This design comes from an exercise in tuning for small area and a short achievable clock period on the open sky130 flow, not from production work. In this exercise RTL edits were held to simulation tests only and were not proved equivalent to the original. Power and IR drop assume default switching activity.

--- flow/design.v ---
module pipeline(
  clk,
  resetn,
  o_instr_req_addr,
  o_instr_req_en,
  i_instr_res_data,
  o_mem_req_addr,
  o_mem_req_wr_data,
  o_mem_req_wr_en,
  o_mem_req_count,
  i_mem_res_rd_data,
  i_mem_res_code
);
  input clk;
  input resetn;
  output [31:0] o_instr_req_addr;
  output o_instr_req_en;
  input [31:0] i_instr_res_data;
  output [31:0] o_mem_req_addr;
  output [31:0] o_mem_req_wr_data;
  output o_mem_req_wr_en;
  output [1:0] o_mem_req_count;
  input [31:0] i_mem_res_rd_data;
  input [2:0] i_mem_res_code;
  wire rst = ~resetn;
  assign o_instr_req_en = resetn;
  reg [31:0] pcd;
  reg rst_q;
  reg stall_q;
  reg [31:0] id_instr;
  reg [31:0] id_pc;
  reg [31:0] hold_instr;    
  reg id_v;                 
  reg id_replay;            
  reg [31:0] ex_a;
  reg [31:0] ex_b;
  reg [31:0] ex_t;          
  reg ex_cin;
  reg ex_op_and, ex_op_or, ex_op_xor, ex_op_lts, ex_op_ltu;
  reg ex_wr_alu, ex_wr_pc4, ex_wr_mem;
  reg [4:0] ex_rd;
  reg [1:0] ex_cnt;
  reg ex_we;
  reg ex_jump, ex_beq, ex_bs0, ex_blt, ex_bge, ex_bltu;
  reg [31:0] me_res;
  reg me_wr;
  reg me_ld;
  reg [4:0] me_rd;
  wire [32:0] ex_sum = {1'b0, ex_a} + {1'b0, ex_b} + {32'd0, ex_cin};
  wire [31:0] sum = ex_sum[31:0];
  wire lt_u = ~ex_sum[32];
  wire lt_s = (ex_a[31] == ex_b[31]) ? ex_a[31] : lt_u;
  wire eq = &(ex_a ^ ex_b);
  wire s0 = ((ex_a ^ ex_b) == {ex_a[30:0] | ex_b[30:0], 1'b0});
  wire branch = ex_jump | (ex_beq & eq) | (ex_bs0 & s0) |
                (ex_blt & lt_s) | (ex_bge & ~lt_s) | (ex_bltu & lt_u);
  reg [31:0] ex_res;
  always @(*) begin
    if (ex_op_and) ex_res = ex_a & ex_b;
    else if (ex_op_or) ex_res = ex_a | ex_b;
    else if (ex_op_xor) ex_res = ex_a ^ ex_b;
    else if (ex_op_lts) ex_res = {31'd0, lt_s};
    else if (ex_op_ltu) ex_res = {31'd0, lt_u};
    else ex_res = sum;
  end
  assign o_mem_req_addr = sum;
  assign o_mem_req_wr_data = ex_t;
  assign o_mem_req_wr_en = ex_we;
  assign o_mem_req_count = ex_cnt;
  wire [31:0] f_pc = rst_q ? 32'd0 : stall_q ? pcd : pcd + 32'd4;
  wire [31:0] o_pc = branch ? ex_t : f_pc;
  assign o_instr_req_addr = o_pc;
  wire [31:0] me_data = me_ld ? i_mem_res_rd_data : me_res;
  wire [32*32-1:0] rf_flat;
  assign rf_flat[31:0] = 32'd0;
  genvar g;
  generate
    for (g = 1; g < 32; g = g + 1) begin : rf
      reg [31:0] q;
      always @(posedge clk) begin
        if (rst | (me_wr && me_rd == g)) q <= rst ? 32'd0 : me_data;
      end
      assign rf_flat[g*32 +: 32] = q;
    end
  endgenerate
  wire [6:0] opc = id_instr[6:0];
  wire [2:0] f3 = id_instr[14:12];
  wire [6:0] f7 = id_instr[31:25];
  wire [4:0] rs1 = id_instr[19:15];
  wire [4:0] rs2 = id_instr[24:20];
  wire [4:0] rd = id_instr[11:7];
  wire is_r = opc == 7'b0110011;
  wire is_i = opc == 7'b0010011;
  wire is_ld = opc == 7'b0000011;
  wire is_st = opc == 7'b0100011;
  wire is_br = opc == 7'b1100011;
  wire is_lui = opc == 7'b0110111;
  wire is_auipc = opc == 7'b0010111;
  wire is_jal = opc == 7'b1101111;
  wire is_jalr = opc == 7'b1100111;
  wire reads_a = ~(is_lui | is_auipc | is_jal | is_jalr);
  wire reads_b = ~(is_i | is_ld | is_lui | is_auipc | is_jal | is_jalr);
  reg [31:0] rf_a, rf_b;
  integer i;
  always @(*) begin
    rf_a = 32'd0;
    rf_b = 32'd0;
    for (i = 1; i < 32; i = i + 1) begin
      rf_a = rf_a | ({32{rs1 == i}} & rf_flat[i*32 +: 32]);
      rf_b = rf_b | ({32{rs2 == i}} & rf_flat[i*32 +: 32]);
    end
  end
  wire fa_ex = (rs1 != 5'd0) & (rs1 == ex_rd) & ex_wr_alu;
  wire fa_me = (rs1 != 5'd0) & (rs1 == me_rd) & me_wr;
  wire fb_ex = (rs2 != 5'd0) & (rs2 == ex_rd) & ex_wr_alu;
  wire fb_me = (rs2 != 5'd0) & (rs2 == me_rd) & me_wr;
  wire [31:0] va = fa_ex ? ex_res : fa_me ? me_data : rf_a;
  wire [31:0] vb = fb_ex ? ex_res : fb_me ? me_data : rf_b;
  wire haz_a = reads_a & (rs1 != 5'd0) & (rs1 == ex_rd) & ex_wr_mem;
  wire haz_b = reads_b & (rs2 != 5'd0) & (rs2 == ex_rd) & ex_wr_mem;
  wire stall = id_v & (haz_a | haz_b);
  wire [31:0] imm_i = {{20{id_instr[31]}}, id_instr[31:20]};
  wire [31:0] imm_s = {{20{id_instr[31]}}, id_instr[31:25], id_instr[11:7]};
  wire [31:0] imm_b = {{20{id_instr[7]}}, id_instr[7], id_instr[30:25],
                       id_instr[11:8], 1'b0};
  wire [31:0] imm_u = {id_instr[31:12], 12'd0};
  wire [31:0] imm_j = {id_instr[31], id_instr[19:12], id_instr[20],
                       id_instr[30:21], 12'd0};
  wire [31:0] target = id_pc + (is_br ? imm_b : is_jal ? imm_j : imm_i);
  wire f7z = f7 == 7'd0;
  wire r_sub = is_r & (f7 == 7'b0100000) & (f3 == 3'd0);
  wire r_lo = is_r & f7z;           
  wire op_and = (r_lo | is_i) & (f3 == 3'd7);
  wire op_or = (r_lo | is_i) & (f3 == 3'd6);
  wire op_xor = (r_lo | is_i) & (f3 == 3'd4);
  wire op_lts = (r_lo | is_i) & (f3 == 3'd2);
  wire op_ltu = is_i & (f3 == 3'd3);
  wire b_inv = r_sub | op_lts | op_ltu | (is_br & (f3[2:1] != 2'b01));
  wire [31:0] a_val = reads_a ? va : (is_auipc | is_jalr) ? id_pc : 32'd0;
  wire [31:0] b_sel = (is_i | is_ld) ? imm_i :
                      is_st ? imm_s :
                      (is_lui | is_auipc) ? imm_u :
                      is_jalr ? 32'd4 : vb;
  wire [31:0] b_val = b_inv ? ~b_sel : b_sel;
  reg [1:0] cnt;
  always @(*) begin
    cnt = 2'd0;
    if (is_ld) begin
      case (f3)
        3'd0, 3'd4: cnt = 2'd1;
        3'd1, 3'd5: cnt = 2'd2;
        3'd2: cnt = 2'd3;
        default: cnt = 2'd0;
      endcase
    end else if (is_st) begin
      case (f3)
        3'd0: cnt = 2'd1;
        3'd1: cnt = 2'd2;
        3'd2: cnt = 2'd3;
        default: cnt = 2'd0;
      endcase
    end
  end
  wire flush = rst | branch;
  wire ok = id_v & ~stall & ~flush;
  always @(posedge clk) begin
    pcd <= o_pc;
    rst_q <= rst;
    stall_q <= stall;
    id_v <= ~flush;
    id_replay <= ~flush & stall;
    if (stall) begin
      hold_instr <= i_instr_res_data;
    end else begin
      id_instr <= id_replay ? hold_instr : i_instr_res_data;
      id_pc <= id_replay ? pcd - 32'd4 : pcd;
    end
    ex_a <= a_val;
    ex_b <= b_val;
    ex_t <= is_st ? vb : target;
    ex_cin <= b_inv;
    ex_op_and <= op_and;
    ex_op_or <= op_or;
    ex_op_xor <= op_xor;
    ex_op_lts <= op_lts;
    ex_op_ltu <= op_ltu;
    ex_rd <= rd;
    ex_we <= is_st;
    ex_wr_alu <= ok & (is_r | is_i | is_lui | is_auipc);
    ex_wr_pc4 <= ok & is_jalr;
    ex_wr_mem <= ok & is_ld;
    ex_cnt <= ok ? cnt : 2'd0;
    ex_jump <= ok & (is_jal | is_jalr);
    ex_beq <= ok & is_br & (f3[2:1] == 2'b00);
    ex_bs0 <= ok & is_br & (f3[2:1] == 2'b01);
    ex_blt <= ok & is_br & ((f3 == 3'd4) | (f3 == 3'd6));
    ex_bge <= ok & is_br & (f3 == 3'd5);
    ex_bltu <= ok & is_br & (f3 == 3'd7);
    me_res <= ex_res;
    me_wr <= ~rst & (ex_wr_alu | ex_wr_pc4 | ex_wr_mem);
    me_ld <= ex_wr_mem;
    me_rd <= ex_rd;
  end
endmodule
--- flow/run.sh ---
#!/bin/bash
# synth_recipe.tcl (not shown) runs the flow's synth.tcl, then flattens the netlist and writes it again
# the make line also repeats each setting of config.mk as NAME=value (left out here)
make -C /OpenROAD-flow-scripts/flow DESIGN_CONFIG=/design/flow/config.mk WORK_HOME=/design/flow/orfs CLKGATE_MAP_FILE= SYNTH_SCRIPT=/design/flow/synth_recipe.tcl finish
--- flow/config.mk ---
export PLATFORM = sky130hd
export DESIGN_NAME = pipeline
export DESIGN_NICKNAME = pipeline
export VERILOG_FILES = /design/flow/design.v
export SDC_FILE = /design/flow/constraint.sdc
export NUM_CORES = 4
export LEC_CHECK = 0
export CAP_MARGIN = 20
export CORE_MARGIN = 2
export CORE_UTILIZATION = 40
export SLEW_MARGIN = 20
--- flow/constraint.sdc ---
create_clock -name core_clock -period 10.5 [get_ports {clk}]
set_input_delay 2.1000 -clock core_clock [delete_from_list [all_inputs] [get_ports {clk}]]
set_output_delay 2.1000 -clock core_clock [all_outputs]
set_load 0.01 [all_outputs]
==> impl_results.md <==
* Reg2reg path depth at 10
* Post-DRT Antenna Nets at 0
* Tcrit/Tclk final at 0.6820
* RSZ-0062 raised after global routing: false
* Chip Height at 390.5 µm
* Total nets after synthesis at 5,077
* Initial DRC count at 11,618
* CTS tree: built
* Crit path kind: reg -> out
* Reg2reg end: ex_b[7]
* Hold slack at 366.4 ps
* Total wire length at 285,300 µm
* Maximum capacitance violations at 0
* Xor/xnor cell area share of the yosys netlist at 0.02756
* Yosys warns at 1
* Synth top area cells: edfxtp_1 (55%), a22oi_1 (11%), dfxtp_1 (6.5%)
* CP dominant cell by count: fa_1
* Routed length per instance at 40.37 µm
* Setup crit end kind: output port
* Critical Path Max Stage Delay at 500 ps
* Final total power at 15.16 mW
* Power per cell area at 220.2 nW/µm²
* Crit path max fanout at 36
* Reg2Reg Setup Slack at 4510 ps
* CTS resizes at 0
* Flops & latches, synth at 1,282
* Critical Path RT at 8400 ps
* Final Setup Violations at 0
* Main combinational cell family by area after synthesis: compound AO/OA/AOI/OAI gates
* Final HPWL DP at 164,900 µm
* Slew @ Worst Pin at 1268 ps
* Cells after DPL at 6,813
* Final max-slew violation count at 0
* Simple-gate portion of the synthesized area at 0.09769
* Post-synth EDFFs at 1,088
* Slowest-stage cell, CP: clkdlybuf4s50_1
* Layout cells sized above 1 at 0.1148
* TNS Setup at 0 ps
* Vias in the first global route at 46,634
* Total gr overflow at 0
* Vias at 50,889
* Crit. Startpoint: ex_b[0]
* Largest net degree at the start of global routing at 66
* Crit path buffers/inverters at 3
* Slew headroom at 0.1523
* Vias per cell at 7.200
* Io pins at 169
* Hold_buf cts at 0
* Post-synthesis average cell area at 12.17 µm²
* Row count at 141
* Final Hold Vio Count at 0
* Clock Tree Root: clkbuf_16
* Post-route cell area at 68,840 µm²
* Setup Buffers After CTS at 0
* Post-synthesis compound-gate area fraction at 0.1895
* Antenna violations before repair at 11
* Post-synthesis adder-cell area fraction at 0.02132
* First-pass iteration count of the detailed router at 10
* Worst IR Drop VDD at 0.1703 mV
* Post-synth cell types at 88
* Clock buffer count from CTS at 136
* Crit path time final at 7161 ps
* Worst path cell trace: fa_1 -> inv_1 -> fa_1 -> nand2b_1 -> a21oi_4 -> o21ba_4 -> o21ai_2 -> o211a_4 -> mux2_4 -> a221oi_4 -> buf_4 -> mux2_2 -> clkdlybuf4s50_1
* Total Nets Final at 5,193
* Mapped Cells at 4,908
* Final worst setup slack at 3339 ps
* Mux contribution to synthesized area at 0.02188
* Die ar. at 152,500 µm²
* Dpl ws at 4139 ps
* Clock Sinks at 1,282
* Worst R2R Start: id_instr[23]
* Synth area leader: edfxtp_1
* Layout area overhead at 15.22%
* Total core area at 148,000 µm²
* CP startpoint kind: register
* Reg clk slew, reported paths at 60 ps
* DRC at 0
* Worst path depth at 13
* Port Buffer Count at 165
* Global-route wire length before repair at 380,300 µm
* GP Congestion at 0.9697
* Clk Latency, worst-skew pair at 800 ps
* Gr usage total at 0.3608
* Fmax at 139.7 MHz
* Critical path's top delay family: compound AO/OA/AOI/OAI gates
* Share of the synthesized area in the top cell type at 0.5468
* Max H-tree Level at 4
* Leakage at 24.86 nW
* Starting density of the core at 0.4037
* Final non-filler cell total at 7,068
* Data arrival, critical path at 5060 ps
* Critical Path Sink: o_instr_req_addr[12]
* Synth Flop Type: edfxtp_1
* FFs w/ async S/R, synth at 0
* Max Root-Sink Buffers at 3
* Final Util at 0.4651
* Final Skew at 48.12 ps
* Sequential share of the synthesized area at 0.6118
* Run status: timing/DRC/antenna clean
* Chip Width at 390.5 µm
* DP Area at 64,410 µm²
* Worst Hold Class: reg -> reg
* Syn Std Cell Area at 59,750 µm²
-- worst min-delay path by stage --
stage                     startpoint    end  depth (start not counted)
after floorplan            ex_wr_mem  me_ld                          0
after global placement     ex_wr_mem  me_ld                          0
after detailed placement   ex_wr_mem  me_ld                          0
after CTS                  ex_wr_mem  me_ld                          0
after global routing       ex_wr_mem  me_ld                          0
final                      ex_wr_mem  me_ld                          0
-- layout make-up --
class,instances,area [µm²]
clock buffers,167,3603
diodes,9,22.52
fillers,13196,79180
multi-input cells,3161,22160
repair buffers,330,2898
well taps,1930,2415
inverters,113,424.2
flip-flops and latches,1282,36560
clock inverters,76,763.2
-- registers in the layout, summed over array words and instances, names as in the netlist, 2 cells and up --
register,cells
ex_a,32
ex_b,32
ex_cnt,2
ex_rd,5
ex_t,32
hold_instr,32
id_instr,32
id_pc,32
me_rd,5
me_res,32
pcd,32
rf.q,992
-- metal layers --
layer	vias to the layer above	global-route usage	routed length [µm]	share of wire
met1	24502	0.4415	96670	0.34
li1	19674	-	-	-
met5	-	0.003190	178	0.00062
met2	5208	0.5167	117000	0.41
met3	1489	0.1521	46530	0.16
met4	16	0.2418	24940	0.087
-- report_power, final --
part           internal, mW  switching [mW]
registers              6.71           0.515
logic                 0.967            2.15
clock network          2.69            2.13
total                  10.4            4.79
-- cells by family after synthesis --
logic type               Yosys count
flip-flops                      1282
AO/OA/AOI/OAI                   1548
AND/OR/NAND/NOR                 1206
XOR/XNOR                         188
multiplexers                     119
buffers and inverters            465
adder cells (fa/ha/maj)          100
-- cells in the mapped netlist (21+ instances only) --
master,number
a211oi_1,36
nand2_1,355
nand2b_1,21
mux2i_1,29
a21o_1,42
a22oi_1,893
xnor2_1,96
and3_1,35
clkbuf_1,281
edfxtp_1,1088
nand4_1,107
ha_1,97
nor2_1,234
nor3_1,143
and2_1,53
buf_1,28
o21ai_0,156
nor4_1,24
dfxtp_1,194
xor2_1,92
mux2_2,89
inv_1,111
a221oi_1,30
a21oi_1,129
o21a_1,28
nand3_1,144
buf_2,40
a222oi_1,69
-- layout by cell type, fill, tap and decap left out, types with 96 or more instances in the layout --
cell type and n:
xnor2_1 96, a22oi_1 893, ha_1 97, inv_1 111, o21ai_0 122, nor3_1 138
nand2_1 353, clkbuf_16 139, clkdlybuf4s50_1 164, nor2_1 190, dfxtp_1 192, nand4_1 107
buf_4 164, edfxtp_1 1088, a21oi_1 129, nand3_1 144

re-timing with driven ports:
How much do the figures lean on ideal ports? The routed layout below was timed once more, with nothing changed but the port constraints. Step 1: set_driving_cell puts a clkbuf_16 on clk and a buf_2 on each other input, an assumption about the parent block. Step 2 also shifts input and output timing later by t, the mid clock arrival at the registers, as if the neighbouring blocks saw the same clock. a / b / c = ideal / step 1 / step 2; a / b = the first two.
t, ns: 0.863
slack for setup (ns): 3.339 / 3.260 / 4.123
hold WS [ns]: 0.366 / 0.366 / 0.366
worst slew at a driven data input, ns: 0.08
After both steps this run still meets setup and hold. The setup slack of this run moves by -0.079 ns with the drivers and by +0.784 ns with both steps.
